Background: an optimization exercise with open tools, aiming at small area. Do not read the settings as production practice.
Only simulation tests tie the RTL to the original design; equivalence was not proved.
No activity file was given, so power comes from the tool's default toggle rates.

==> design/flow/design.v <==
module ram_tester
#(
     parameter AXI_ID           = 0
)
(
     input          clk_i
    ,input          rst_i
    ,input          cfg_awvalid_i
    ,input  [31:0]  cfg_awaddr_i
    ,input          cfg_wvalid_i
    ,input  [31:0]  cfg_wdata_i
    ,input  [3:0]   cfg_wstrb_i
    ,input          cfg_bready_i
    ,input          cfg_arvalid_i
    ,input  [31:0]  cfg_araddr_i
    ,input          cfg_rready_i
    ,input          outport_awready_i
    ,input          outport_wready_i
    ,input          outport_bvalid_i
    ,input  [1:0]   outport_bresp_i
    ,input  [3:0]   outport_bid_i
    ,input          outport_arready_i
    ,input          outport_rvalid_i
    ,input  [31:0]  outport_rdata_i
    ,input  [1:0]   outport_rresp_i
    ,input  [3:0]   outport_rid_i
    ,input          outport_rlast_i
    ,output         cfg_awready_o
    ,output         cfg_wready_o
    ,output         cfg_bvalid_o
    ,output [1:0]   cfg_bresp_o
    ,output         cfg_arready_o
    ,output         cfg_rvalid_o
    ,output [31:0]  cfg_rdata_o
    ,output [1:0]   cfg_rresp_o
    ,output         outport_awvalid_o
    ,output [31:0]  outport_awaddr_o
    ,output [3:0]   outport_awid_o
    ,output [7:0]   outport_awlen_o
    ,output [1:0]   outport_awburst_o
    ,output         outport_wvalid_o
    ,output [31:0]  outport_wdata_o
    ,output [3:0]   outport_wstrb_o
    ,output         outport_wlast_o
    ,output         outport_bready_o
    ,output         outport_arvalid_o
    ,output [31:0]  outport_araddr_o
    ,output [3:0]   outport_arid_o
    ,output [7:0]   outport_arlen_o
    ,output [1:0]   outport_arburst_o
    ,output         outport_rready_o
);
reg awvalid_q;
reg wvalid_q;
wire wr_cmd_accepted_w  = (cfg_awvalid_i && cfg_awready_o) || awvalid_q;
wire wr_data_accepted_w = (cfg_wvalid_i  && cfg_wready_o)  || wvalid_q;
always @ (posedge clk_i or posedge rst_i)
if (rst_i)
    awvalid_q <= 1'b0;
else if (cfg_awvalid_i && cfg_awready_o && !wr_data_accepted_w)
    awvalid_q <= 1'b1;
else if (wr_data_accepted_w)
    awvalid_q <= 1'b0;
always @ (posedge clk_i or posedge rst_i)
if (rst_i)
    wvalid_q <= 1'b0;
else if (cfg_wvalid_i && cfg_wready_o && !wr_cmd_accepted_w)
    wvalid_q <= 1'b1;
else if (wr_cmd_accepted_w)
    wvalid_q <= 1'b0;
wire [3:0] wr_dec_in_w;
assign wr_dec_in_w[0] = (cfg_awaddr_i[7:0] == 8'h0);
assign wr_dec_in_w[1] = (cfg_awaddr_i[7:0] == 8'h4);
assign wr_dec_in_w[2] = (cfg_awaddr_i[7:0] == 8'h8);
assign wr_dec_in_w[3] = (cfg_awaddr_i[7:0] == 8'h14);
reg [3:0] wr_dec_q;
always @ (posedge clk_i)
if (cfg_awvalid_i && cfg_awready_o)
    wr_dec_q <= wr_dec_in_w;
wire [3:0] wr_dec_w = awvalid_q ? wr_dec_q : wr_dec_in_w;
reg [31:0] wr_data_q;
always @ (posedge clk_i)
if (cfg_wvalid_i && cfg_wready_o)
    wr_data_q <= cfg_wdata_i;
wire [31:0] wr_data_w = wvalid_q ? wr_data_q : cfg_wdata_i;
wire read_en_w  = cfg_arvalid_i & cfg_arready_o;
wire write_en_w = wr_cmd_accepted_w && wr_data_accepted_w;
assign cfg_arready_o = ~cfg_rvalid_o;
assign cfg_awready_o = ~cfg_bvalid_o && ~cfg_arvalid_i && ~awvalid_q;
assign cfg_wready_o  = ~cfg_bvalid_o && ~cfg_arvalid_i && ~wvalid_q;
wire wr_cfg_w   = write_en_w & wr_dec_w[0];
wire wr_base_w  = write_en_w & wr_dec_w[1];
wire wr_end_w   = write_en_w & wr_dec_w[2];
wire wr_write_w = write_en_w & wr_dec_w[3];
reg [3:0]  cfg_burst_len_q;
reg        cfg_read_q;
reg        cfg_dly_q;
reg [31:0] base_q;
reg [31:0] end_q;
reg [31:0] user_q;
always @ (posedge clk_i or posedge rst_i)
if (rst_i)
begin
    cfg_burst_len_q <= 4'b0;
    cfg_read_q      <= 1'b0;
    cfg_dly_q       <= 1'b0;
end
else if (wr_cfg_w)
begin
    cfg_burst_len_q <= wr_data_w[31:28];
    cfg_read_q      <= wr_data_w[8:8];
    cfg_dly_q       <= wr_data_w[7:7];
end
always @ (posedge clk_i or posedge rst_i)
if (rst_i)
    base_q <= 32'b0;
else if (wr_base_w)
    base_q <= wr_data_w;
always @ (posedge clk_i or posedge rst_i)
if (rst_i)
    end_q <= 32'b0;
else if (wr_end_w)
    end_q <= wr_data_w;
always @ (posedge clk_i or posedge rst_i)
if (rst_i)
    user_q <= 32'b0;
else if (wr_write_w)
    user_q <= wr_data_w;
localparam STATE_IDLE  = 2'd0;
localparam STATE_START = 2'd1;
localparam STATE_RUN   = 2'd2;
localparam STATE_WAIT  = 2'd3;
reg [1:0]  state_q;
reg [1:0]  next_state_r;
reg [29:0] current_q;       
reg [30:0] outstanding_q;
reg        burst_q;
reg [3:0]  burst_cnt_q;
wire [29:0] rem_w    = end_q[31:2] - current_q;    
wire        at_end_w = (rem_w == 30'd0);
wire strobe_w = wr_cfg_w & (|wr_data_w[3:0]);
always @ *
begin
    next_state_r = state_q;
    case (state_q)
    STATE_START: next_state_r = STATE_RUN;
    STATE_RUN:
        if (at_end_w && !burst_q)
            next_state_r = STATE_WAIT;
    STATE_WAIT:
        if (outstanding_q == 31'd0)
            next_state_r = STATE_IDLE;
    default: ;
    endcase
    if (next_state_r == STATE_IDLE && strobe_w)
        next_state_r = STATE_START;
end
always @ (posedge clk_i or posedge rst_i)
if (rst_i)
    state_q <= STATE_IDLE;
else
    state_q <= next_state_r;
wire start_w = (state_q == STATE_START);
wire run_w   = (state_q == STATE_RUN);
wire busy_w  = state_q[1];
reg [31:0] write_data_q;
reg        cfg_inc_q;
wire pop_w;
wire out_w_w;       
always @ (posedge clk_i or posedge rst_i)
if (rst_i)
    cfg_inc_q <= 1'b0;
else if (next_state_r == STATE_START)
    cfg_inc_q <= ~wr_data_w[0] & ~wr_data_w[1] & wr_data_w[2];
always @ (posedge clk_i)
if (next_state_r == STATE_START)
begin
    if (wr_data_w[0])
        write_data_q <= 32'h00000000;
    else if (wr_data_w[1])
        write_data_q <= 32'hFFFFFFFF;
    else if (wr_data_w[2])
        write_data_q <= 32'h33221100;
    else
        write_data_q <= user_q;
end
else if (cfg_inc_q && ((pop_w && out_w_w) || outport_rvalid_i))
    write_data_q <= write_data_q + 32'h44444444;
reg [15:0] lfsr_q;
reg [15:0] lfsr_next_r;
reg        feedback_r;
integer i;
always @ *
begin
    lfsr_next_r = lfsr_q;
    for (i = 0; i < 4; i = i + 1)
    begin
        feedback_r  = ^(16'h8810 & lfsr_next_r);
        lfsr_next_r = {lfsr_next_r[14:0], ~feedback_r};
    end
end
always @ (posedge clk_i or posedge rst_i)
if (rst_i)
    lfsr_q <= 16'b0;
else
    lfsr_q <= lfsr_next_r;
reg [3:0] delay_q;
wire      push_w;
always @ (posedge clk_i or posedge rst_i)
if (rst_i)
    delay_q <= 4'b0;
else if (push_w)
    delay_q <= lfsr_q[15:12];
else if (delay_q != 4'b0)
    delay_q <= delay_q - 4'd1;
wire valid_w = (!cfg_dly_q || delay_q == 4'b0) &&
               (!at_end_w || burst_q) && run_w;
wire awvalid_w = valid_w & ~burst_q & ~cfg_read_q;
wire arvalid_w = valid_w & cfg_read_q;
wire wvalid_w  = (burst_q | awvalid_w) & valid_w;
reg  [3:0] count_q;
wire       accept_w = ~count_q[3];
assign push_w = (awvalid_w | arvalid_w | wvalid_w) & accept_w;
wire push_addr_w = (awvalid_w | arvalid_w) & accept_w;
wire [4:0] max_words_w = {1'b0, cfg_burst_len_q} + 5'd1;
wire       push_big_w = (|rem_w[29:5]) || (rem_w[4:0] > max_words_w);
reg  [3:0] push_len_r;
always @ *
begin
    if (push_big_w)
        push_len_r = cfg_burst_len_q;
    else if (rem_w[4:0] == 5'd2 || rem_w[4:0] == 5'd4 || rem_w[4:0] == 5'd8)
        push_len_r = rem_w[3:0] - 4'd1;
    else
        push_len_r = 4'd0;
end
always @ (posedge clk_i or posedge rst_i)
if (rst_i)
    burst_q <= 1'b0;
else if (awvalid_w && accept_w && push_len_r != 4'b0)
    burst_q <= 1'b1;
else if (wvalid_w && accept_w && burst_cnt_q == 4'b0)
    burst_q <= 1'b0;
always @ (posedge clk_i or posedge rst_i)
if (rst_i)
    burst_cnt_q <= 4'b0;
else if (awvalid_w && accept_w)
    burst_cnt_q <= push_len_r - 4'd1;
else if (wvalid_w && accept_w)
    burst_cnt_q <= burst_cnt_q - 4'd1;
always @ (posedge clk_i or posedge rst_i)
if (rst_i)
    current_q <= 30'b0;
else if (start_w)
    current_q <= base_q[31:2];
else if (push_addr_w)
    current_q <= current_q + {26'b0, push_len_r} + 30'd1;
reg  [7:0] pend_q;           
reg        out_burst_q;      
reg  [3:0] out_cnt_q;
reg        axi_awvalid_q;
reg        axi_wvalid_q;
wire       q_valid_w = (count_q != 4'd0);
wire       head_ar_w = cfg_read_q;
wire       head_aw_w = ~cfg_read_q & ~out_burst_q;
assign     out_w_w   = ~cfg_read_q;
wire [8:0] out_rem_lo_w = {1'b0, rem_w[7:0]} + {1'b0, pend_q};
wire       out_hi_w     = |rem_w[29:8];
wire       out_big_w    = out_hi_w || (out_rem_lo_w > {4'b0, max_words_w});
reg  [3:0] out_len_r;
always @ *
begin
    if (out_big_w)
        out_len_r = cfg_burst_len_q;
    else if (out_rem_lo_w == 9'd2 || out_rem_lo_w == 9'd4 || out_rem_lo_w == 9'd8)
        out_len_r = out_rem_lo_w[3:0] - 4'd1;
    else
        out_len_r = 4'd0;
end
assign outport_awvalid_o = q_valid_w & head_aw_w & ~axi_awvalid_q;
assign outport_wvalid_o  = q_valid_w & out_w_w   & ~axi_wvalid_q;
assign outport_arvalid_o = q_valid_w & head_ar_w;
assign pop_w = q_valid_w &
               ((outport_arvalid_o && outport_arready_i) ||
                (((outport_awvalid_o && outport_awready_i) || axi_awvalid_q || !head_aw_w) &&
                 ((outport_wvalid_o  && outport_wready_i)  || axi_wvalid_q  || !out_w_w) && !head_ar_w));
wire pop_addr_w = pop_w & (head_ar_w | head_aw_w);
always @ (posedge clk_i or posedge rst_i)
if (rst_i)
    count_q <= 4'b0;
else if (push_w & ~pop_w)
    count_q <= count_q + 4'd1;
else if (~push_w & pop_w)
    count_q <= count_q - 4'd1;
always @ (posedge clk_i or posedge rst_i)
if (rst_i)
    pend_q <= 8'b0;
else if (push_addr_w | pop_addr_w)
    pend_q <= pend_q + (push_addr_w ? {4'b0, push_len_r} + 8'd1 : 8'd0)
                     - (pop_addr_w  ? {4'b0, out_len_r}  + 8'd1 : 8'd0);
always @ (posedge clk_i or posedge rst_i)
if (rst_i)
    out_burst_q <= 1'b0;
else if (pop_w && head_aw_w && out_len_r != 4'b0)
    out_burst_q <= 1'b1;
else if (pop_w && out_burst_q && out_cnt_q == 4'b0)
    out_burst_q <= 1'b0;
always @ (posedge clk_i)
if (pop_w && head_aw_w)
    out_cnt_q <= out_len_r - 4'd1;
else if (pop_w)
    out_cnt_q <= out_cnt_q - 4'd1;
always @ (posedge clk_i or posedge rst_i)
if (rst_i)
    axi_awvalid_q <= 1'b0;
else if (outport_awvalid_o && outport_awready_i && (outport_wvalid_o && !outport_wready_i))
    axi_awvalid_q <= 1'b1;
else if (pop_w)
    axi_awvalid_q <= 1'b0;
always @ (posedge clk_i or posedge rst_i)
if (rst_i)
    axi_wvalid_q <= 1'b0;
else if (outport_wvalid_o && outport_wready_i && (outport_awvalid_o && !outport_awready_i))
    axi_wvalid_q <= 1'b1;
else if (pop_w)
    axi_wvalid_q <= 1'b0;
wire [29:0] out_addr_w = current_q - {22'b0, pend_q};
assign outport_awaddr_o  = {out_addr_w, 2'b00};
assign outport_awid_o    = AXI_ID;
assign outport_awlen_o   = {4'b0, out_len_r};
assign outport_awburst_o = 2'b01;
assign outport_wdata_o   = write_data_q;
assign outport_wstrb_o   = 4'hF;
assign outport_wlast_o   = out_burst_q ? (out_cnt_q == 4'd0) : (out_len_r == 4'd0);
assign outport_bready_o  = 1'b1;
assign outport_araddr_o  = {out_addr_w, 2'b00};
assign outport_arid_o    = AXI_ID;
assign outport_arlen_o   = {4'b0, out_len_r};
assign outport_arburst_o = 2'b01;
assign outport_rready_o  = 1'b1;
always @ (posedge clk_i or posedge rst_i)
if (rst_i)
    outstanding_q <= 31'b0;
else if (push_addr_w && !(outport_bvalid_i || (outport_rvalid_i && outport_rlast_i)))
    outstanding_q <= outstanding_q + 31'd1;
else if (!push_addr_w && (outport_bvalid_i || (outport_rvalid_i && outport_rlast_i)))
    outstanding_q <= outstanding_q - 31'd1;
reg [31:0] errors_q;
reg [31:0] last_q;
reg [31:0] time_q;      
always @ (posedge clk_i or posedge rst_i)
if (rst_i)
    errors_q <= 32'b0;
else if (start_w)
    errors_q <= 32'b0;
else if (outport_rvalid_i && outport_rdata_i != write_data_q)
    errors_q <= errors_q + 32'd1;
always @ (posedge clk_i or posedge rst_i)
if (rst_i)
    last_q <= 32'b0;
else if (start_w)
    last_q <= 32'b0;
else if (outport_rvalid_i)
    last_q <= outport_rdata_i;
always @ (posedge clk_i or posedge rst_i)
if (rst_i)
    time_q <= 32'hFFFFFFFE;
else if (start_w)
    time_q <= 32'hFFFFFFFE;
else if (busy_w)
    time_q <= time_q + 32'd1;
reg [31:0] data_r;
always @ *
begin
    data_r = 32'b0;
    case (cfg_araddr_i[7:0])
    8'h0:
    begin
        data_r[31:28] = cfg_burst_len_q;
        data_r[8:8]      = cfg_read_q;
        data_r[7:7] = cfg_dly_q;
    end
    8'h4:    data_r = base_q;
    8'h8:     data_r = end_q;
    8'hc:     data_r[0] = busy_w;
    8'h10: data_r = {current_q, 2'b00};
    8'h14:   data_r = user_q;
    8'h18:    data_r = time_q;
    8'h1c:  data_r = errors_q;
    8'h20:    data_r = last_q;
    default:           data_r = 32'b0;
    endcase
end
reg rvalid_q;
always @ (posedge clk_i or posedge rst_i)
if (rst_i)
    rvalid_q <= 1'b0;
else if (read_en_w)
    rvalid_q <= 1'b1;
else if (cfg_rready_i)
    rvalid_q <= 1'b0;
assign cfg_rvalid_o = rvalid_q;
reg [31:0] rd_data_q;
always @ (posedge clk_i)
if (!rvalid_q)
    rd_data_q <= data_r;
assign cfg_rdata_o = rd_data_q;
assign cfg_rresp_o = 2'b0;
reg bvalid_q;
always @ (posedge clk_i or posedge rst_i)
if (rst_i)
    bvalid_q <= 1'b0;
else if (write_en_w)
    bvalid_q <= 1'b1;
else if (cfg_bready_i)
    bvalid_q <= 1'b0;
assign cfg_bvalid_o = bvalid_q;
assign cfg_bresp_o  = 2'b0;
endmodule
==> design/flow/run.sh <==
#!/bin/bash
# synth_recipe.tcl (not shown) runs the flow's synth.tcl, then flattens the netlist and writes it again
# the make line also repeats each setting of config.mk as NAME=value (left out here)
make -C /OpenROAD-flow-scripts/flow DESIGN_CONFIG=/design/flow/config.mk WORK_HOME=/design/flow/orfs CLKGATE_MAP_FILE= SYNTH_SCRIPT=/design/flow/synth_recipe.tcl finish
==> design/flow/config.mk <==
export PLATFORM = sky130hd
export DESIGN_NAME = ram_tester
export DESIGN_NICKNAME = ram_tester
export VERILOG_FILES = /design/flow/design.v
export SDC_FILE = /design/flow/constraint.sdc
export NUM_CORES = 4
export LEC_CHECK = 0
export CAP_MARGIN = 20
export CORE_MARGIN = 2
export CORE_UTILIZATION = 40
export SLEW_MARGIN = 20
==> design/flow/constraint.sdc <==
create_clock -name core_clock -period 10.0 [get_ports {clk_i}]
set_input_delay 2.0000 -clock core_clock [delete_from_list [all_inputs] [get_ports {clk_i}]]
set_output_delay 2.0000 -clock core_clock [all_outputs]
set_load 0.01 [all_outputs]
==> impl_metrics.yaml, run 1 <==
power_and_ir_drop:
  leakagePower_nw: 12.1
  pwr-share-seq_pct: 28.8
  switchingPower_mw: 4.55
  pwr-share-comb_pct: 54.0
  finalPower_mw: 10.4
  peakVddDrop_uv: 145
  clkPwrFrac_pct: 17.2
  power_density_nw_per_um2: 354
  swShare_pct: 43.6
  internal_power_mw: 5.89
drt:
  drc: 0
  wire_per_inst_um: 21.8
  drtAntennaViolNets: 0
  drt_iter0_drc: 1960
  wl_met3_um: 5330
  viasPerCell: 5.70
  vias: 21200
  drt-met1-wl_um: 37600
  wl_um: 80800
  met2_length_um: 36400
  routed.top_layer: "met4"
  firstDrtPassIters: 6
critical_path:
  cpLargestDelayFamily: "simple AND/OR/NAND/NOR gates"
  startpoint_type: "register"
  crit_path_end_kind: "output port"
  crit_chain: "inv_1, ha_1, nand2b_1, nand2b_1, a21oi_1, xnor2_1, ha_1, xnor2_1, ha_1, o21ai_0, nand2b_1, a21oi_1, a31oi_1, nor2_1, and4_1, mux2i_1, inv_2, or4b_1, o21ai_0, clkdlybuf4s50_1"
  worstPathArrival_ps: 6440
  crit_type: "reg2out"
  reg2reg_from: "current_q[20]"
  slowest_stage: "xnor2_1"
  critPathLaunch: "current_q[1]"
  cp_slowest_stage_delay_ps: 640
  crit_fanout: 7
  cp.required_ps: 8000
  crit_buf_inv: 3
  worst_r2r_path_depth: 29
  crit_cells: 20
timing:
  final-hold-violation-count: 0
  setup_viol: 0
  slew_viol_final: 0
  max_clock_freq_ghz: 0.118
  fin_skew_ps: 20.0
  setup_ws_ps: 1560
  layout_min_cycle_time_ps: 8440
  rsz0062_at_grt: "no"
  max_slew.worst_pin.slew_ps: 1160
  slew_headroom_pct: 20.5
  totalNegativeSetupSlack_ps: 0
  min_period_over_period_pct: 84.4
global_route:
  grt_max_degree: 159
  antenna_found_initial: 0
  first_global_vias: 20500
  grt_pass1_wl_um: 123000
  grt_overflow: 0
  grt_use_total_pct: 24.7
yosys:
  synth.top_cell.area_share_pct: 27.4
  synth_cell_types: 89
  synth_top_area_cell: "dfrtp_1"
  synth_edf_count: 104
  syn_inst: 2691
  yosys_warnings: 1
  ys_seq_elements: 410
  synthTopCellsByCount: "275 x dfrtp_1, 266 x nand2_1, 255 x nor2_1, 213 x o21ai_0, 166 x a21oi_1"
  avgSynthCellArea_um2: 9.33
  ys.flop_type: "dfrtp_1"
  synthArstFlopShare_pct: 74.6
  synth_area_um2: 25100
  yosysMostFrequentCell: "dfrtp_1"
  seq_area_frac_synth_pct: 43.1
  synthTopCellsByArea: "dfrtp_1 27%, edfxtp_1 12%, ha_1 5.7%"
finish:
  fin_area_um2: 29500
  n_antenna_cell: 0
  drive_gt1_share_pct: 6.74
  area_delta_synth_final_pct: 17.4
  nets: 3123
  final_util_pct: 47.7
floorplanning:
  die_x_um: 255
  rows: 91
  die_area_um2: 64800
  core_um2: 61800
  io_pins: 332
  die_h_um: 255
  start_util_pct: 40.6
clock_tree:
  clock_sinks: 410
  cts_setup_buffers: 0
  post_cts_resized: 0
  clk_pin_slew_ps: 60
  cts_made_buffers: 46
  cts_tree: "yes"
  htreeDepth: 2
  clock_path_buffers: 3
  ctsHoldBuffers: 0
  clock_latency_ps: 600
  clockRootBuffer: "clkbuf_16"
flow_run:
  drv_cap: 0
worst_hold_path:
  hp-start: "lfsr_q[6]"
  hold_depth: 0
  min_path_type: "reg2reg"
place:
  post-dp-hpwl_um: 60300
  place_congestion: 0.897
  placed_cell_area_um2: 27900
  io_buffer_count: 233
  dpl_worst_slack_ps: 1810
status:
  status: "timing/DRC/antenna clean"
[cells in the final DEF (no fill, tap or decap), drive strengths merged, types with 16 or more instances in the layout]
| cell type | instances |
|---|---|
| a222oi | 38 |
| o21ai | 220 |
| xor2 | 99 |
| dfstp | 31 |
| nand2 | 267 |
| mux2 | 16 |
| a21oi | 167 |
| xnor2 | 102 |
| a221o | 19 |
| nand4 | 27 |
| ha | 115 |
| nor2 | 255 |
| and3 | 28 |
| clkbuf | 65 |
| a22oi | 59 |
| nand3 | 88 |
| nor2b | 18 |
| conb | 34 |
| nor4 | 38 |
| nand2b | 22 |
| mux2i | 88 |
| dfrtp | 275 |
| inv | 119 |
| nor3 | 73 |
| edfxtp | 104 |
| a21o | 26 |
| clkdlybuf4s50 | 232 |
| buf | 26 |
[kinds of logic after synthesis]
| group | after synthesis | share of synthesized area (%) |
|---|---|---|
| AOI/OAI and AO/OA | 666 | 17.1 |
| xor gates and xnor gates | 201 | 7.01 |
| and+or+nand+nor | 877 | 16.2 |
| adders and majority gates | 126 | 6.61 |
| other | 2 | 0.0299 |
| muxes | 104 | 4.27 |
| buffers and inverters | 305 | 5.68 |
| DFF | 410 | 43.1 |
[metal layers]
| layer | vias up | global-route usage [%] |
|---|---|---|
| li1 | 9928 | - |
| met1 | 10500 | 36.4 |
| met2 | 715 | 38.6 |
| met3 | 80 | 3.16 |
| met4 | 0 | 5.61 |
| met5 | - | 0 |
[through the flow]
| step | hold WS, ps | cells |
|---|---|---|
| 3_5_place_dp | 336 | 3629 |
| 2_1_floorplan | 331 | 2723 |
| 5_1_grt | 372 | 3715 |
| 3_3_place_gp | 334 | 3629 |
| 6_report | 352 | 3715 |
| 4_1_cts | 353 | 3715 |
[final cells by class]
class	count	area [um^2]
tap	837	1050
timing repair buffer	258	2530
inverter	116	439
sequential	410	10800
clock buffer	65	1370
fill	5759	32300
multi-input combinational	2008	13000
clock inverter	21	244
[flip-flops by register name, indices dropped and copies added, names as in the netlist, 2 cells and up]
name / flops
outstanding_q: 31
errors_q: 32
base_q: 32
current_q: 30
count_q: 4
pend_q: 8
time_q: 32
cfg_burst_len_q: 4
delay_q: 4
wr_dec_q: 4
rd_data_q: 32
user_q: 32
end_q: 32
last_q: 32
out_cnt_q: 4
burst_cnt_q: 4
write_data_q: 32
state_q: 2
lfsr_q: 16
wr_data_q: 32
[power groups by stage]
stage          clock (mW)  sequential (mW)  combinational (mW)
4_1_cts              1.83             2.99                5.63
6_report             1.80             3.01                5.63
2_1_floorplan           0             2.78                3.99
5_1_grt              1.90             3.07                6.27
3_5_place_dp            0             3.01                5.60
3_3_place_gp            0             2.99                5.43
[worst register-to-register path: cells and delay by family (launching register included)]
family,cells,cell delay [ps]
and+or+nand+nor,7,2290
AOI/OAI and AO/OA,16,4040
buffers and inverters,3,650
adders and majority gates,3,930
DFF,1,430
[final timing paths]
kind	endpoint	slack (ps)
setup / recovery	outport_wlast_o	1560
hold / removal	lfsr_q[10]	350
setup reg to reg	outstanding_q[29]	1630
hold reg to reg	lfsr_q[10]	350
max in group asynchronous	lfsr_q[13]	6160
min in group asynchronous	last_q[19]	1730
==> inputs of run 2 (changes only) <==
--- a/design/flow/design.v
+++ b/design/flow/design.v
@@ -136,8 +136,23 @@
 reg [30:0] outstanding_q;
 reg        burst_q;
 reg [3:0]  burst_cnt_q;
-wire [29:0] rem_w    = end_q[31:2] - current_q;    
-wire        at_end_w = (rem_w == 30'd0);
+wire [5:0]  lo_diff_w = {1'b0, end_q[6:2]} - {1'b0, current_q[4:0]};
+wire [4:0]  rem_lo_w  = lo_diff_w[4:0];
+wire        borrow_w  = lo_diff_w[5];
+wire [24:0] e_hi_w = end_q[31:7];
+wire [24:0] c_hi_w = current_q[29:5];
+wire [25:0] d_w    = {1'b0, e_hi_w ^ c_hi_w};
+wire        hi_eq_w = ~|d_w;
+reg         hi_eq1_r;
+integer     j;
+always @ *
+begin
+    hi_eq1_r = d_w[0];
+    for (j = 0; j < 25; j = j + 1)
+        hi_eq1_r = hi_eq1_r & ~(d_w[j+1] & ~d_w[j]) & ~(d_w[j] & (c_hi_w[j] ^ d_w[j+1]));
+end
+wire        rem_lt32_w = borrow_w ? hi_eq1_r : hi_eq_w;
+wire        at_end_w   = rem_lt32_w && (rem_lo_w == 5'd0);
 wire strobe_w = wr_cfg_w & (|wr_data_w[3:0]);
 always @ *
 begin
@@ -223,14 +238,14 @@
 assign push_w = (awvalid_w | arvalid_w | wvalid_w) & accept_w;
 wire push_addr_w = (awvalid_w | arvalid_w) & accept_w;
 wire [4:0] max_words_w = {1'b0, cfg_burst_len_q} + 5'd1;
-wire       push_big_w = (|rem_w[29:5]) || (rem_w[4:0] > max_words_w);
+wire       push_big_w = ~rem_lt32_w || (rem_lo_w > max_words_w);
 reg  [3:0] push_len_r;
 always @ *
 begin
     if (push_big_w)
         push_len_r = cfg_burst_len_q;
-    else if (rem_w[4:0] == 5'd2 || rem_w[4:0] == 5'd4 || rem_w[4:0] == 5'd8)
-        push_len_r = rem_w[3:0] - 4'd1;
+    else if (rem_lo_w == 5'd2 || rem_lo_w == 5'd4 || rem_lo_w == 5'd8)
+        push_len_r = rem_lo_w[3:0] - 4'd1;
     else
         push_len_r = 4'd0;
 end
@@ -248,13 +263,27 @@
     burst_cnt_q <= push_len_r - 4'd1;
 else if (wvalid_w && accept_w)
     burst_cnt_q <= burst_cnt_q - 4'd1;
+wire [4:0]  cur_lo_w = {1'b0, current_q[3:0]} + {1'b0, push_len_r} + 5'd1;
+reg  [25:0] cur_hi_r;
+reg         cur_a_r;
+integer     q;
+always @ *
+begin
+    cur_a_r = 1'b1;
+    for (q = 0; q < 26; q = q + 1)
+    begin
+        cur_hi_r[q] = current_q[q+4] ^ (cur_lo_w[4] & cur_a_r);
+        cur_a_r     = cur_a_r & current_q[q+4];
+    end
+end
+wire [29:0] cur_next_w = {cur_hi_r, cur_lo_w[3:0]};
 always @ (posedge clk_i or posedge rst_i)
 if (rst_i)
     current_q <= 30'b0;
 else if (start_w)
     current_q <= base_q[31:2];
 else if (push_addr_w)
-    current_q <= current_q + {26'b0, push_len_r} + 30'd1;
+    current_q <= cur_next_w;
 reg  [7:0] pend_q;           
 reg        out_burst_q;      
 reg  [3:0] out_cnt_q;
@@ -264,8 +293,8 @@
 wire       head_ar_w = cfg_read_q;
 wire       head_aw_w = ~cfg_read_q & ~out_burst_q;
 assign     out_w_w   = ~cfg_read_q;
-wire [8:0] out_rem_lo_w = {1'b0, rem_w[7:0]} + {1'b0, pend_q};
-wire       out_hi_w     = |rem_w[29:8];
+wire [8:0] out_rem_lo_w = {4'b0, rem_lo_w} + {1'b0, pend_q};
+wire       out_hi_w     = ~rem_lt32_w;
 wire       out_big_w    = out_hi_w || (out_rem_lo_w > {4'b0, max_words_w});
 reg  [3:0] out_len_r;
 always @ *
@@ -324,7 +353,20 @@
     axi_wvalid_q <= 1'b1;
 else if (pop_w)
     axi_wvalid_q <= 1'b0;
-wire [29:0] out_addr_w = current_q - {22'b0, pend_q};
+wire [8:0]  out_lo_w   = {1'b0, current_q[7:0]} - {1'b0, pend_q};
+reg  [21:0] out_hi_r;
+reg         out_z_r;
+integer     n;
+always @ *
+begin
+    out_z_r = 1'b1;
+    for (n = 0; n < 22; n = n + 1)
+    begin
+        out_hi_r[n] = current_q[n+8] ^ (out_lo_w[8] & out_z_r);
+        out_z_r     = out_z_r & ~current_q[n+8];
+    end
+end
+wire [29:0] out_addr_w = {out_hi_r, out_lo_w[7:0]};
 assign outport_awaddr_o  = {out_addr_w, 2'b00};
 assign outport_awid_o    = AXI_ID;
 assign outport_awlen_o   = {4'b0, out_len_r};
@@ -338,37 +380,71 @@
 assign outport_arlen_o   = {4'b0, out_len_r};
 assign outport_arburst_o = 2'b01;
 assign outport_rready_o  = 1'b1;
+wire resp_w  = outport_bvalid_i || (outport_rvalid_i && outport_rlast_i);
+wire out_up_w = push_addr_w & ~resp_w;
+wire out_dn_w = ~push_addr_w & resp_w;
+reg [30:0] outstanding_r;
+reg        all1_r;
+reg        all0_r;
+integer    m;
+always @ *
+begin
+    all1_r = 1'b1;
+    all0_r = 1'b1;
+    for (m = 0; m < 31; m = m + 1)
+    begin
+        outstanding_r[m] = outstanding_q[m] ^ ((out_up_w & all1_r) | (out_dn_w & all0_r));
+        all1_r = all1_r &  outstanding_q[m];
+        all0_r = all0_r & ~outstanding_q[m];
+    end
+end
 always @ (posedge clk_i or posedge rst_i)
 if (rst_i)
     outstanding_q <= 31'b0;
-else if (push_addr_w && !(outport_bvalid_i || (outport_rvalid_i && outport_rlast_i)))
-    outstanding_q <= outstanding_q + 31'd1;
-else if (!push_addr_w && (outport_bvalid_i || (outport_rvalid_i && outport_rlast_i)))
-    outstanding_q <= outstanding_q - 31'd1;
-reg [31:0] errors_q;
-reg [31:0] last_q;
-reg [31:0] time_q;      
-always @ (posedge clk_i or posedge rst_i)
-if (rst_i)
-    errors_q <= 32'b0;
-else if (start_w)
-    errors_q <= 32'b0;
-else if (outport_rvalid_i && outport_rdata_i != write_data_q)
-    errors_q <= errors_q + 32'd1;
+else
+    outstanding_q <= outstanding_r;
+function [31:0] inc32;
+    input [31:0] a;
+    input        cin;
+    integer      k;
+    reg          c;
+    begin
+        c = cin;
+        for (k = 0; k < 32; k = k + 1)
+        begin
+            inc32[k] = a[k] ^ c;
+            c        = a[k] & c;
+        end
+    end
+endfunction
+reg        init_q;
 always @ (posedge clk_i or posedge rst_i)
 if (rst_i)
-    last_q <= 32'b0;
-else if (start_w)
-    last_q <= 32'b0;
-else if (outport_rvalid_i)
+    init_q <= 1'b0;
+else
+    init_q <= ~start_w;
+reg [31:0] errors_q;
+reg [31:0] time_q;      
+reg [31:0] last_q;
+reg        last_vld_q;
+wire [31:0] errors_w = init_q ? errors_q : 32'h00000000;
+wire [31:0] time_w   = init_q ? time_q   : 32'hFFFFFFFE;
+always @ (posedge clk_i)
+begin
+    errors_q <= inc32(errors_w, outport_rvalid_i && outport_rdata_i != write_data_q);
+    time_q   <= inc32(time_w, busy_w);
+end
+always @ (posedge clk_i)
+if (outport_rvalid_i)
     last_q <= outport_rdata_i;
 always @ (posedge clk_i or posedge rst_i)
 if (rst_i)
-    time_q <= 32'hFFFFFFFE;
+    last_vld_q <= 1'b0;
 else if (start_w)
-    time_q <= 32'hFFFFFFFE;
-else if (busy_w)
-    time_q <= time_q + 32'd1;
+    last_vld_q <= 1'b0;
+else if (outport_rvalid_i)
+    last_vld_q <= 1'b1;
+wire [31:0] last_w = last_vld_q ? last_q : 32'h00000000;
 reg [31:0] data_r;
 always @ *
 begin
@@ -385,9 +461,9 @@
     8'hc:     data_r[0] = busy_w;
     8'h10: data_r = {current_q, 2'b00};
     8'h14:   data_r = user_q;
-    8'h18:    data_r = time_q;
-    8'h1c:  data_r = errors_q;
-    8'h20:    data_r = last_q;
+    8'h18:    data_r = time_w;
+    8'h1c:  data_r = errors_w;
+    8'h20:    data_r = last_w;
     default:           data_r = 32'b0;
     endcase
 end
==> design/flow/flow/run.sh (new file) <==
#!/bin/bash
# The standard layout (standard.sh: the standard flow's synthesis and ORFS flow), with two
# changes to how the layout is made:
#  - port buffers are sky130_fd_sc_hd__buf_1 (every port still gets one);
#  - CTS builds the tree from clkbuf_8 (clusters of at most 14 sinks within
#    50 um) and inserts no dummy loads.
# ORFS writes each step's full log under orfs/logs/; the make output goes to
# standard.log in this folder.
set -euo pipefail
export BUFFER_PORTS_ARGS="-buffer_cell sky130_fd_sc_hd__buf_1"
export CTS_ARGS="-sink_clustering_enable -repair_clock_nets -dont_use_dummy_load -buf_list sky130_fd_sc_hd__clkbuf_8 -sink_clustering_size 14 -sink_clustering_max_diameter 50"
bash standard.sh > standard.log 2>&1
==> design/flow/standard.sh (new file) <==
#!/bin/bash
# synth_recipe.tcl (not shown) runs the flow's synth.tcl, then flattens the netlist and writes it again
# the make line also repeats each setting of config.mk as NAME=value (left out here)
make -C /OpenROAD-flow-scripts/flow DESIGN_CONFIG=/design/flow/config.mk WORK_HOME=/design/flow/orfs CLKGATE_MAP_FILE= SYNTH_SCRIPT=/design/flow/synth_recipe.tcl "${@:-finish}"
--- a/design/flow/config.mk
+++ b/design/flow/config.mk
@@ -7,5 +7,5 @@
 export LEC_CHECK = 0
 export CAP_MARGIN = 20
 export CORE_MARGIN = 2
-export CORE_UTILIZATION = 40
+export CORE_UTILIZATION = 50
 export SLEW_MARGIN = 20
removed: design/flow/run.sh
==> impl_metrics.yaml, run 2 <==
critical_path:
  worst_r2r_path_depth: 36
  worstPathArrival_ps: 9100
  cp.required_ps: 10570
  startpoint_type: "input port"
  r2r-end: "errors_q[31]"
  slowest_stage: "xnor2_1"
  crit_path_end_kind: "register"
  critPathLaunch: "outport_rdata_i[28]"
  crit_type: "in2reg"
  cp-endpoint: "errors_q[31]"
  crit_top_cell: "ha_1"
  r2r_slack_ps: 2350
  cp_slowest_stage_delay_ps: 360
  reg2reg_from: "write_data_q[9]"
  crit_fanout: 2
timing:
  max_slew.worst_pin.slew_ps: 1090
  slew_viol_final: 0
  rsz0062_at_grt: "no"
  min_period_over_period_pct: 85.3
  totalNegativeSetupSlack_ps: 0
  layout_min_cycle_time_ps: 8530
  final-hold-violation-count: 0
  setup_viol: 0
  max_clock_freq_ghz: 0.117
  fin_skew_ps: 99.2
  slew_headroom_pct: 27.2
yosys:
  synthTopCellsByArea: "dfrtp_1 24%, edfxtp_1 18%, ha_1 7.1%"
  ys_seq_elements: 412
  avgSynthCellArea_um2: 10.1
  synth_area_um2: 22500
  synth_cell_types: 88
  synth_edf_count: 136
  synth_top_area_cell: "dfrtp_1"
  yosys_warnings: 1
  ys.flop_type: "dfrtp_1"
  synth.top_cell.area_share_pct: 23.6
  synthTopCellsByCount: "220 x nand2_1, 212 x dfrtp_1, 191 x o21ai_0, 136 x edfxtp_1"
  yosysMostFrequentCell: "nand2_1"
  seq_area_frac_synth_pct: 47.4
  synthArstFlopShare_pct: 51.5
  syn_inst: 2220
clock_tree:
  cts_made_buffers: 47
  post_cts_resized: 0
  clockRootBuffer: "clkbuf_8"
  cts_tree: "yes"
  ctsHoldBuffers: 0
  clock_path_buffers: 3
  htreeDepth: 2
  cts_setup_buffers: 0
  clk_pin_slew_ps: 80
  clock_sinks: 412
  clock_latency_ps: 680
floorplanning:
  die_h_um: 216
  rows: 77
  die_x_um: 216
  io_pins: 332
  core_um2: 44300
  die_area_um2: 46700
  start_util_pct: 50.7
power_and_ir_drop:
  leakagePower_nw: 10.1
  peakVddDrop_uv: 220
  power_density_nw_per_um2: 295
status:
  status: "timing/DRC/antenna clean"
finish:
  fin_cells: 2960
  final_common_cell: "buf_1"
  drive_gt1_share_pct: 4.77
  nets: 2664
  area_delta_synth_final_pct: 7.40
  fin_area_um2: 24200
  mostFrequentLayoutCells: "232 x buf_1, 217 x nand2_1, 211 x dfrtp_1"
  n_antenna_cell: 0
drt:
  viasPerCell: 5.87
  wire_per_inst_um: 22.6
  vias: 17400
  firstDrtPassIters: 7
  drtAntennaViolNets: 0
  wl_um: 67000
  drc: 0
  drt_iter0_drc: 1807
global_route:
  grt_max_degree: 80
  grt_use_total_pct: 28.6
  first_global_vias: 16500
  antenna_found_initial: 0
  grt_overflow: 0
  grt_pass1_wl_um: 101000
place:
  io_buffer_count: 233
  place_inst: 2912
  placed_cell_area_um2: 23500
  post-dp-hpwl_um: 50000
  place_congestion: 0.907
flow_run:
  drv_cap: 0
worst_hold_path:
  hold_depth: 0
  hp-start: "lfsr_q[0]"
  min_path_type: "reg2reg"
run 2: cell count changes after synthesis, moves of 32 or more:
| cell | change |
|---|---|
| inv_1 | -32 |
| nand2_1 | -46 |
| edfxtp_1 | +32 |
| nor2_1 | -155 |
| xor2_1 | -37 |
| mux2i_1 | -35 |
| a21oi_1 | -75 |
| dfrtp_1 | -63 |
| dfxtp_1 | +64 |
run 2: layer usage:
layer	global-route usage (%)	routed length, um	vias to the layer above
li1	-	-	8080
met1	40.7	29700	8545
met2	44.8	30500	635
met3	4.13	4580	118
met4	9.93	2220	0
met5	0	0	-
run 2: worst min path at each step:
stage | endpoint | slack (ps)
2_1_floorplan | lfsr_q[10] | 330
3_3_place_gp | lfsr_q[4] | 330
3_5_place_dp | lfsr_q[4] | 340
4_1_cts | lfsr_q[4] | 360
5_1_grt | lfsr_q[4] | 370
6_report | lfsr_q[4] | 350
run 2: kinds of logic (layout without fill, tap and decap cells):
| group | count (synthesis) | count (layout) | share of synthesized area (%) |
|---|---|---|---|
| AOI/OAI and AO/OA | 486 | 486 | 13.8 |
| xor gates and xnor gates | 190 | 190 | 7.43 |
| adders and majority gates | 137 | 137 | 7.96 |
| buffers and inverters | 265 | 381 | 5.72 |
| DFF | 412 | 412 | 47.4 |
| muxes | 61 | 61 | 2.85 |
| other | 2 | 34 | 0.0334 |
| and+or+nand+nor | 667 | 667 | 14.8 |
run 2: layout make-up:
| type | count | area (um^2) |
|---|---|---|
| fill | 4062 | 20200 |
| multi-input combinational | 1575 | 10700 |
| timing repair buffer | 252 | 1040 |
| inverter | 82 | 315 |
| sequential | 412 | 10700 |
| tap | 592 | 741 |
| clock buffer | 47 | 647 |
run 2: worst max-delay path, delay by kind of cell:
family                     cells  cell delay (ps)
adders and majority gates     31             5910
xor gates and xnor gates       2              480
and+or+nand+nor                2              340
AOI/OAI and AO/OA              1              250
buffers and inverters          1              100
run 2: through the flow:
step / util, % / hold slack [ps] / setup slack, ps / power, mW
global route: 54.5 / 369 / 1200 / 7.71
global placement: 52.9 / 334 / 827 / 6.03
finish: 54.5 / 353 / 1470 / 7.12
floorplan: - / 331 / 1870 / 5.26
detailed placement: 52.9 / 340 / 813 / 6.14
CTS: 54.4 / 357 / 1500 / 7.15
run 2: power breakdown:
group	internal (mW)	switching, mW	leakage [nW]	total, mW
clock	0.416	0.582	0.338	0.998
sequential	2.18	0.524	4.52	2.70
combinational	1.37	2.05	5.24	3.42
==> inputs of run 3 (changes only) <==
==> design/flow/flow/run.sh (replaced) <==
#!/bin/bash
# The standard layout (standard.sh: the standard flow's synthesis and ORFS flow), with
# these changes to how the layout is made:
#  - synthesis is synth_recipe.tcl with ABC's script swapped for
#    flow/abc.script (flow/synth.tcl);
#  - port buffers are sky130_fd_sc_hd__buf_1 (every port still gets one);
#  - CTS builds the tree from clkbuf_8 (clusters of at most 16 sinks within
#    60 um) and inserts no dummy loads;
#  - after global routing, repair_timing -recover_power 100 downsizes gates
#    off the critical paths (ORFS's RECOVER_POWER).
# ORFS writes each step's full log under orfs/logs/; the make output goes to
# standard.log in this folder.
set -euo pipefail
export FLOW_WORK="$PWD"
export FLOW_ABC_SCRIPT="$PWD/flow/abc.script"
export BUFFER_PORTS_ARGS="-buffer_cell sky130_fd_sc_hd__buf_1"
export RECOVER_POWER=100
export CTS_ARGS="-sink_clustering_enable -repair_clock_nets -dont_use_dummy_load -buf_list sky130_fd_sc_hd__clkbuf_8 -sink_clustering_size 16 -sink_clustering_max_diameter 60"
sed "s#SYNTH_SCRIPT=[^ ]*synth_recipe\.tcl#SYNTH_SCRIPT=$PWD/flow/synth.tcl#" standard.sh > standard_abc.sh
grep -q "SYNTH_SCRIPT=$PWD/flow/synth.tcl" standard_abc.sh
bash standard_abc.sh > standard.log 2>&1
grep -q "flow: ABC script" orfs/logs/*/ram_tester/base/1_2_yosys.log
==> design/flow/flow/abc.script (new file) <==
&get -n
&st
&dch
&nf
&st
&syn2
&dch
&nf
&st
&dch
&nf
&put
buffer -c
topo
stime -c
upsize -c
dnsize -c
==> design/flow/flow/synth.tcl (new file) <==
# synth_recipe.tcl unchanged, except that ABC maps the logic with
# flow/abc.script (registers are mapped by dfflibmap before ABC runs, so
# they are the standard synthesis's).
trace add variable ::abc_args write flow_abc_script
proc flow_abc_script {args} {
  trace remove variable ::abc_args write flow_abc_script
  set i [lsearch -exact $::abc_args -script]
  lset ::abc_args [expr {$i + 1}] $::env(FLOW_ABC_SCRIPT)
  puts "flow: ABC script $::env(FLOW_ABC_SCRIPT)"
}
source $::env(FLOW_WORK)/synth_recipe.tcl
==> impl_metrics.yaml, run 3 <==
yosys:
  synthTopCellsByArea: "dfrtp_1 24%, edfxtp_1 19%, ha_1 7.2%"
  yosys_warnings: 1
  ys_seq_elements: 412
  synth.top_cell.area_share_pct: 24.1
  synthArstFlopShare_pct: 51.5
  avgSynthCellArea_um2: 10.2
  synth_cell_types: 79
  syn_inst: 2161
  ys.flop_type: "dfrtp_1"
  synth_edf_count: 136
  seq_area_frac_synth_pct: 48.5
  yosysMostFrequentCell: "dfrtp_1"
  synth_area_um2: 22000
  synth_top_area_cell: "dfrtp_1"
  synthTopCellsByCount: "212 x dfrtp_1, 206 x nor2_1, 190 x a21oi_1, 136 x edfxtp_1, 127 x ha_1"
drt:
  viasPerCell: 5.86
  wire_per_inst_um: 22.3
  drtAntennaViolNets: 0
  firstDrtPassIters: 9
  drc: 0
  drt_iter0_drc: 1560
  wl_um: 64900
  vias: 17000
timing:
  min_period_over_period_pct: 88.2
  totalNegativeSetupSlack_ps: 0
  slew_viol_final: 709
  max_clock_freq_ghz: 0.113
  rsz0062_at_grt: "no"
  slew_headroom_pct: -193
  setup_viol: 0
  layout_min_cycle_time_ps: 8820
  final-hold-violation-count: 0
  fin_skew_ps: 71.1
  max_slew.worst_pin.slew_ps: 4400
place:
  post-dp-hpwl_um: 47700
  io_buffer_count: 233
  place_congestion: 0.906
status:
  status: "failed layout checks"
  so_faults: "capacitance limit, slew limit"
worst_hold_path:
  hold_depth: 0
  hp-start: "lfsr_q[5]"
  min_path_type: "reg2reg"
  worstHoldEndpoint: "lfsr_q[9]"
clock_tree:
  cts_made_buffers: 39
  post_cts_resized: 0
  clock_latency_ps: 630
  cts_setup_buffers: 0
  htreeDepth: 2
  ctsHoldBuffers: 0
  clk_pin_slew_ps: 110
  clock_path_buffers: 3
  cts_tree: "yes"
  clockRootBuffer: "clkbuf_8"
  clock_sinks: 412
critical_path:
  crit_buf_inv: 1
  cp.required_ps: 10520
  slowest_stage: "nor4_1"
  startpoint_type: "input port"
  worst_r2r_path_depth: 32
  crit_path_end_kind: "register"
  cpLargestDelayFamily: "adder cells"
  crit_top_cell: "ha_1"
  crit_fanout: 2
  cp_slowest_stage_delay_ps: 450
  reg2reg_from: "init_q"
  crit_type: "in2reg"
  r2r_slack_ps: 1640
  r2r-end: "time_q[31]"
  worstPathArrival_ps: 9350
finish:
  drive_gt1_share_pct: 3.36
  mostFrequentLayoutCells: "232 x buf_1, 211 x dfrtp_1, 199 x nor2_1"
  final_common_cell: "buf_1"
  fill_cells: 3999
  area_delta_synth_final_pct: 6.77
  nets: 2616
power_and_ir_drop:
  finalPower_mw: 8.01
  power_density_nw_per_um2: 341
  peakVddDrop_uv: 210
  leakagePower_nw: 9.56
global_route:
  antenna_found_initial: 1
  grt_overflow: 0
  grt_max_degree: 136
  first_global_vias: 16200
  grt_use_total_pct: 28.7
  grt_pass1_wl_um: 97800
floorplanning:
  die_area_um2: 45700
  start_util_pct: 50.9
  die_x_um: 214
  die_h_um: 214
  io_pins: 332
  rows: 76
  core_um2: 43300
flow_run:
  drv_cap: 14
-- run 3: layout make-up --
| type | instances | area (um^2) | area share [%] |
|---|---|---|---|
| Antenna cell | 1 | 2.50 | 0.0106 |
| Timing Repair Buffer | 256 | 991 | 4.22 |
| Inverter | 111 | 418 | 1.78 |
| Sequential cell | 412 | 10700 | 45.4 |
| Clock buffer | 39 | 537 | 2.28 |
| Tap cell | 585 | 732 | 3.11 |
| Multi-Input combinational cell | 1502 | 10200 | 43.2 |
-- run 3: worst max-delay path by stage --
stage                        from              end  cells after the start
5_1_grt                  end_q[2]  outport_wlast_o                     21
4_1_cts        outport_rdata_i[4]     errors_q[31]                     39
3_5_place_dp   outport_rdata_i[4]     errors_q[31]                     39
6_report       outport_rdata_i[4]     errors_q[31]                     39
2_1_floorplan  outport_rdata_i[8]     errors_q[31]                     37
3_3_place_gp   outport_rdata_i[4]     errors_q[31]                     39
-- run 3: report_power, final --
part	total (mW)	internal, mW	switching (mW)
Combinational	4.08	1.64	2.44
Sequential	3.01	2.33	0.675
Clock	0.918	0.349	0.568
Total	8.01	4.32	3.69
-- run 3: metal layers --
layer / GRT usage [%] / vias up / part of all wire (%)
met1: 42.5 / 8279 / 45
met2: 42.7 / 723 / 44
met5: 0 / - / 0
li1: - / 7927 / -
met3: 5.55 / 89 / 8.6
met4: 8.33 / 0 / 2.4
-- run 3: cell families after synthesis --
logic type	Yosys count	synth area share, %
and+or+nand+nor	650	14.7
AOI/OAI and AO/OA	479	14.1
DFF	412	48.5
buffers and inverters	279	5.99
xor gates and xnor gates	141	5.64
adders and majority gates	137	8.13
muxes	61	2.85
other	2	0.0341
-- run 3: through the flow --
step,instance area (um^2),hold WS (ps),std cells,setup slack (ps),utilization (%)
2_1_floorplan,22100,331,2193,1620,-
3_3_place_gp,23100,336,2865,641,53.3
3_5_place_dp,23100,342,2865,509,53.3
4_1_cts,23600,368,2904,1150,54.6
5_1_grt,23500,374,2906,694,54.3
6_report,23500,363,2906,1180,54.3
-- run 3: worst register-to-register path: cells and delay by family (launching register included) --
kind,cells,cell delay [ps]
adders and majority gates,29,5620
xor gates and xnor gates,1,130
and+or+nand+nor,1,220
DFF,1,490
buffers and inverters,1,1800
==> inputs of run 4 (changes only) <==
--- a/design/flow/flow/run.sh
+++ b/design/flow/flow/run.sh
@@ -5,16 +5,13 @@
 #    flow/abc.script (flow/synth.tcl);
 #  - port buffers are sky130_fd_sc_hd__buf_1 (every port still gets one);
 #  - CTS builds the tree from clkbuf_8 (clusters of at most 16 sinks within
-#    60 um) and inserts no dummy loads;
-#  - after global routing, repair_timing -recover_power 100 downsizes gates
-#    off the critical paths (ORFS's RECOVER_POWER).
+#    60 um) and inserts no dummy loads.
 # ORFS writes each step's full log under orfs/logs/; the make output goes to
 # standard.log in this folder.
 set -euo pipefail
 export FLOW_WORK="$PWD"
 export FLOW_ABC_SCRIPT="$PWD/flow/abc.script"
 export BUFFER_PORTS_ARGS="-buffer_cell sky130_fd_sc_hd__buf_1"
-export RECOVER_POWER=100
 export CTS_ARGS="-sink_clustering_enable -repair_clock_nets -dont_use_dummy_load -buf_list sky130_fd_sc_hd__clkbuf_8 -sink_clustering_size 16 -sink_clustering_max_diameter 60"
 sed "s#SYNTH_SCRIPT=[^ ]*synth_recipe\.tcl#SYNTH_SCRIPT=$PWD/flow/synth.tcl#" standard.sh > standard_abc.sh
 grep -q "SYNTH_SCRIPT=$PWD/flow/synth.tcl" standard_abc.sh
==> impl_metrics.yaml, run 4 <==
status:
  status: "timing/DRC/antenna clean"
critical_path:
  startpoint_type: "input port"
  crit_buf_inv: 1
  crit_type: "in2reg"
  worstPathArrival_ps: 9330
  cp_slowest_stage_delay_ps: 450
  crit_path_end_kind: "register"
  cpLargestDelayFamily: "adder cells"
  crit_fanout: 2
  crit_top_cell: "ha_1"
  cp.required_ps: 10520
  slowest_stage: "nor4_1"
clock_tree:
  clock_path_buffers: 3
  post_cts_resized: 0
  cts_setup_buffers: 0
  clk_pin_slew_ps: 110
  cts_tree: "yes"
  htreeDepth: 2
  ctsHoldBuffers: 0
  cts_made_buffers: 39
  clock_latency_ps: 630
  clockRootBuffer: "clkbuf_8"
  clock_sinks: 412
power_and_ir_drop:
  peakVddDrop_uv: 210
  leakagePower_nw: 9.65
  power_density_nw_per_um2: 340
place:
  io_buffer_count: 233
  post-dp-hpwl_um: 47700
  place_congestion: 0.906
  place_inst: 2865
  placed_cell_area_um2: 23100
  dpl_worst_slack_ps: 509
drt:
  firstDrtPassIters: 6
  drc: 0
  vias: 17000
  drtAntennaViolNets: 0
  wire_per_inst_um: 22.3
  drt_iter0_drc: 1697
  wl_um: 64900
  viasPerCell: 5.84
timing:
  totalNegativeSetupSlack_ps: 0
  layout_min_cycle_time_ps: 8800
  slew_headroom_pct: 26.4
  fin_skew_ps: 68.3
  rsz0062_at_grt: "no"
  setup_ws_ps: 1200
  whs_ps: 365
  final-hold-violation-count: 0
  min_period_over_period_pct: 88.0
  setup_viol: 0
  slew_viol_final: 0
  max_slew.worst_pin.slew_ps: 1100
  max_clock_freq_ghz: 0.114
yosys:
  synth_edf_count: 136
  avgSynthCellArea_um2: 10.2
  yosys_warnings: 1
  synth_top_area_cell: "dfrtp_1"
  synthTopCellsByCount: "212 x dfrtp_1, 206 x nor2_1, 190 x a21oi_1, 136 x edfxtp_1, 127 x ha_1"
  synth_area_um2: 22000
  syn_inst: 2161
  synth.top_cell.area_share_pct: 24.1
  synth_cell_types: 79
  yosysMostFrequentCell: "dfrtp_1"
  ys.flop_type: "dfrtp_1"
  seq_area_frac_synth_pct: 48.5
  synthArstFlopShare_pct: 51.5
  ys_seq_elements: 412
  synthTopCellsByArea: "dfrtp_1 24%, edfxtp_1 19%, ha_1 7.2%"
floorplanning:
  io_pins: 332
  core_um2: 43300
  start_util_pct: 50.9
  die_h_um: 214
  die_area_um2: 45700
  die_x_um: 214
  rows: 76
finish:
  ff_latch_area_um2: 10700
  multi_input_area_um2: 10200
  fin_area_um2: 23600
  fill_cells: 3969
  drive_gt1_share_pct: 4.57
  fin_cells: 2906
  final_common_cell: "buf_1"
  mostFrequentLayoutCells: "232 x buf_1, 211 x dfrtp_1, 199 x nor2_1"
  nets: 2616
  area_delta_synth_final_pct: 7.36
worst_hold_path:
  min_path_type: "reg2reg"
global_route:
  grt_overflow: 0
  grt_max_degree: 136
  grt_use_total_pct: 28.7
  antenna_found_initial: 1
  first_global_vias: 16200
  grt_pass1_wl_um: 97800
flow_run:
  drv_cap: 0
[run 4: cell counts after synthesis]
No cell type changed its count.
[run 4: cells by family after synthesis]
| logic type | count (synthesis) | synth area share, % |
|---|---|---|
| compound gates | 479 | 14.1 |
| xor+xnor | 141 | 5.64 |
| fa+ha+maj | 137 | 8.13 |
| buf+inv | 279 | 5.99 |
| flops | 412 | 48.5 |
| mux | 61 | 2.85 |
| other cells | 2 | 0.0341 |
| simple gates | 650 | 14.7 |
[run 4: path summary, 6_finish.rpt]
check / from / to / slack (ps) / cells past startpoint
max in group asynchronous: rst_i / base_q[21] / 7250 / 3
min: lfsr_q[6] / lfsr_q[10] / 360 / 0
max reg2reg: write_data_q[4] / errors_q[31] / 2090 / 38
min reg2reg: lfsr_q[6] / lfsr_q[10] / 360 / 0
min in group asynchronous: rst_i / bvalid_q / 1470 / 2
max: outport_rdata_i[4] / errors_q[31] / 1200 / 39
[run 4: routing by layer]
metal	share of wire, %	vias up	global-route usage [%]	wire [um]
li1	-	7933	-	-
met1	46	8296	42.5	30000
met2	44	652	42.7	28300
met3	7.7	89	5.55	5020
met4	2.5	0	8.33	1590
met5	0	-	0	0
[run 4: cell type report]
class / count / area share [%]
repair buffers: 256 / 4.54
multi-input cells: 1502 / 43.1
inverters: 111 / 1.79
clock buffers: 39 / 2.27
flip-flops and latches: 412 / 45.1
diodes: 1 / 0.0106
well taps: 585 / 3.10
[run 4: worst register-to-register path, delay by kind of cell, from the launching register on]
| kind | cells | cell delay (ps) |
|---|---|---|
| adder cells (fa/ha/maj) | 31 | 5720 |
| AND/OR/NAND/NOR | 5 | 1110 |
| flip-flops | 1 | 510 |
| XOR/XNOR | 2 | 460 |
[run 4: metrics by stage]
stage | power [mW] | utilization (%)
6_report | 8.03 | 54.6
5_1_grt | 8.76 | 54.6
4_1_cts | 8.06 | 54.6
3_5_place_dp | 7.12 | 53.3
3_3_place_gp | 6.98 | 53.3
2_1_floorplan | 6.03 | -
[run 4: power by group]
group | total (mW) | internal [mW] | switching [mW]
Clock | 0.914 | 0.349 | 0.565
Combinational | 4.11 | 1.65 | 2.46
Sequential | 3.00 | 2.33 | 0.677
==> inputs of run 5 (changes only) <==
--- a/design/flow/flow/run.sh
+++ b/design/flow/flow/run.sh
@@ -5,13 +5,16 @@
 #    flow/abc.script (flow/synth.tcl);
 #  - port buffers are sky130_fd_sc_hd__buf_1 (every port still gets one);
 #  - CTS builds the tree from clkbuf_8 (clusters of at most 16 sinks within
-#    60 um) and inserts no dummy loads.
+#    60 um) and inserts no dummy loads;
+#  - floorplan keeps synthesis's single tie-hi/tie-lo cell for the constant
+#    outputs instead of one per load (SKIP_REPAIR_TIE_FANOUT).
 # ORFS writes each step's full log under orfs/logs/; the make output goes to
 # standard.log in this folder.
 set -euo pipefail
 export FLOW_WORK="$PWD"
 export FLOW_ABC_SCRIPT="$PWD/flow/abc.script"
 export BUFFER_PORTS_ARGS="-buffer_cell sky130_fd_sc_hd__buf_1"
+export SKIP_REPAIR_TIE_FANOUT=1
 export CTS_ARGS="-sink_clustering_enable -repair_clock_nets -dont_use_dummy_load -buf_list sky130_fd_sc_hd__clkbuf_8 -sink_clustering_size 16 -sink_clustering_max_diameter 60"
 sed "s#SYNTH_SCRIPT=[^ ]*synth_recipe\.tcl#SYNTH_SCRIPT=$PWD/flow/synth.tcl#" standard.sh > standard_abc.sh
 grep -q "SYNTH_SCRIPT=$PWD/flow/synth.tcl" standard_abc.sh
--- a/design/flow/config.mk
+++ b/design/flow/config.mk
@@ -7,5 +7,5 @@
 export LEC_CHECK = 0
 export CAP_MARGIN = 20
 export CORE_MARGIN = 2
-export CORE_UTILIZATION = 50
+export CORE_UTILIZATION = 70
 export SLEW_MARGIN = 20
==> impl_metrics.yaml, run 5 <==
status:
  status: "timing/DRC/antenna clean"
finish:
  final_util_pct: 75.4
  mostFrequentLayoutCells: "232 x buf_1, 211 x dfrtp_1, 199 x nor2_1"
  final_common_cell: "buf_1"
  nets: 2577
  n_antenna_cell: 0
  area_delta_synth_final_pct: 5.32
  drive_gt1_share_pct: 4.38
critical_path:
  reg2reg_from: "write_data_q[4]"
  worst_r2r_path_depth: 38
  crit_top_cell: "ha_1"
  crit_type: "in2reg"
  cpLargestDelayFamily: "adder cells"
  slowest_stage: "nor4_1"
  cp_slowest_stage_delay_ps: 420
  worstPathArrival_ps: 9480
  r2r_slack_ps: 1870
  cp.required_ps: 10450
  crit_path_end_kind: "register"
  startpoint_type: "input port"
  r2r-end: "errors_q[31]"
  crit_buf_inv: 1
  crit_fanout: 2
drt:
  drt_iter0_drc: 2143
  drc: 0
  wl_um: 61300
  vias: 17500
  drtAntennaViolNets: 0
  viasPerCell: 6.53
  wire_per_inst_um: 22.9
  firstDrtPassIters: 6
clock_tree:
  ctsHoldBuffers: 0
  cts_setup_buffers: 0
  clock_path_buffers: 3
  clockRootBuffer: "clkbuf_8"
  clock_sinks: 412
  cts_tree: "yes"
  cts_made_buffers: 35
  clk_pin_slew_ps: 100
  post_cts_resized: 0
  clock_latency_ps: 580
  htreeDepth: 2
timing:
  fin_skew_ps: 72.6
  totalNegativeSetupSlack_ps: 0
  slew_viol_final: 0
  whs_ps: 358
  final-hold-violation-count: 0
  max_slew.worst_pin.slew_ps: 1040
  rsz0062_at_grt: "no"
  slew_headroom_pct: 30.8
  layout_min_cycle_time_ps: 9030
  setup_viol: 0
  min_period_over_period_pct: 90.3
  max_clock_freq_ghz: 0.111
yosys:
  avgSynthCellArea_um2: 10.2
  synth_edf_count: 136
  synthTopCellsByCount: "212 x dfrtp_1, 206 x nor2_1, 190 x a21oi_1, 136 x edfxtp_1, 127 x ha_1"
  syn_inst: 2161
  ys_seq_elements: 412
  synth_area_um2: 22000
  yosysMostFrequentCell: "dfrtp_1"
  synth_top_area_cell: "dfrtp_1"
  seq_area_frac_synth_pct: 48.5
  yosys_warnings: 1
  ys.flop_type: "dfrtp_1"
  synth_cell_types: 79
  synthTopCellsByArea: "dfrtp_1 24%, edfxtp_1 19%, ha_1 7.2%"
  synth.top_cell.area_share_pct: 24.1
  synthArstFlopShare_pct: 51.5
floorplanning:
  start_util_pct: 71.6
  die_area_um2: 32900
  die_x_um: 181
  core_um2: 30700
  rows: 64
  die_h_um: 181
  io_pins: 332
place:
  place_congestion: 0.965
  post-dp-hpwl_um: 44600
  io_buffer_count: 233
worst_hold_path:
  worstHoldEndpoint: "lfsr_q[9]"
  hold_depth: 0
  min_path_type: "reg2reg"
  hp-start: "lfsr_q[5]"
global_route:
  antenna_found_initial: 1
  grt_use_total_pct: 37.3
  first_global_vias: 16700
  grt_pass1_wl_um: 94500
  grt_overflow: 0
  grt_max_degree: 76
power_and_ir_drop:
  peakVddDrop_uv: 187
  leakagePower_nw: 9.49
  finalPower_mw: 7.96
  power_density_nw_per_um2: 343
flow_run:
  drv_cap: 0
[run 5: logic make-up after synthesis]
family / count (synthesis) / share of synthesized area [%]
simple gates: 650 / 14.7
compound gates: 479 / 14.1
flops: 412 / 48.5
buf+inv: 279 / 5.99
xor+xnor: 141 / 5.64
fa+ha+maj: 137 / 8.13
mux: 61 / 2.85
other cells: 2 / 0.0341
[run 5: layout make-up]
cell class | instances | area [um^2]
Clock buffer | 35 | 482
Fill cell | 2227 | 7560
Inverter | 111 | 424
Multi-Input combinational cell | 1470 | 10100
Sequential cell | 412 | 10700
Tap cell | 396 | 495
Timing Repair Buffer | 253 | 1030
[run 5: where the power goes]
group	switching [mW]	total, mW	internal [mW]	leakage [nW]
combinational	2.46	4.12	1.66	4.87
clock	0.533	0.849	0.315	0.252
sequential	0.670	3.00	2.33	4.37
total	3.67	7.96	4.30	9.49
[run 5: how the worst max path moves through the flow]
stage | from | end | slack (ps) | depth (start not counted)
6_report | outport_rdata_i[4] | errors_q[31] | 970 | 39
5_1_grt | outport_rdata_i[4] | errors_q[31] | 640 | 39
4_1_cts | outport_rdata_i[4] | errors_q[31] | 1050 | 39
3_5_place_dp | outport_rdata_i[4] | errors_q[31] | 500 | 39
3_3_place_gp | outport_rdata_i[4] | errors_q[31] | 800 | 39
2_1_floorplan | outport_rdata_i[8] | errors_q[31] | 1620 | 37
[run 5: per-layer routing]
layer | wire length, um | GRT usage, %
met1 | 25400 | 53.8
met2 | 27800 | 58.0
met3 | 6260 | 7.32
met4 | 1770 | 11.1
met5 | 10 | 0
[run 5: metrics by stage]
step,cells,worst slack [ps],area (um^2)
after global placement,2642,802,22700
final,2677,965,23200
after floorplan,2161,1620,22000
after CTS,2677,1050,23200
after detailed placement,2642,498,22700
after global routing,2677,636,23200

## port drivers added, routing unchanged
How much do the figures lean on ideal ports? The routed layouts below were timed once more, with nothing changed but the port constraints. Step 1, drivers: a clkbuf_16 drives clk_i and a buf_2 each remaining input, both assumed. Step 2, shift: input delay + t, output delay - t, t = (earliest + latest rising clock arrival at the registers) / 2. This alone moves slack from input paths to output paths. Three values: no drivers, after step 1, after step 2; two values: the first two.
run | t, ns | slack for setup (ns) | pins driven straight from the clock port
run 1 | 0.647 | 1.556 / 1.499 / 1.633 | 1
run 2 | 0.683 | 1.472 / 1.507 / 0.823 | 1
run 3 | 0.653 | 1.176 / 1.204 / 0.551 | 1
run 4 | 0.647 | 1.195 / 1.225 / 0.578 | 1
run 5 | 0.596 | 0.965 / 0.993 / 0.398 | 1
The setup slack of run 2, which loses most, moves by +0.035 ns with the drivers and by -0.649 ns with both steps.
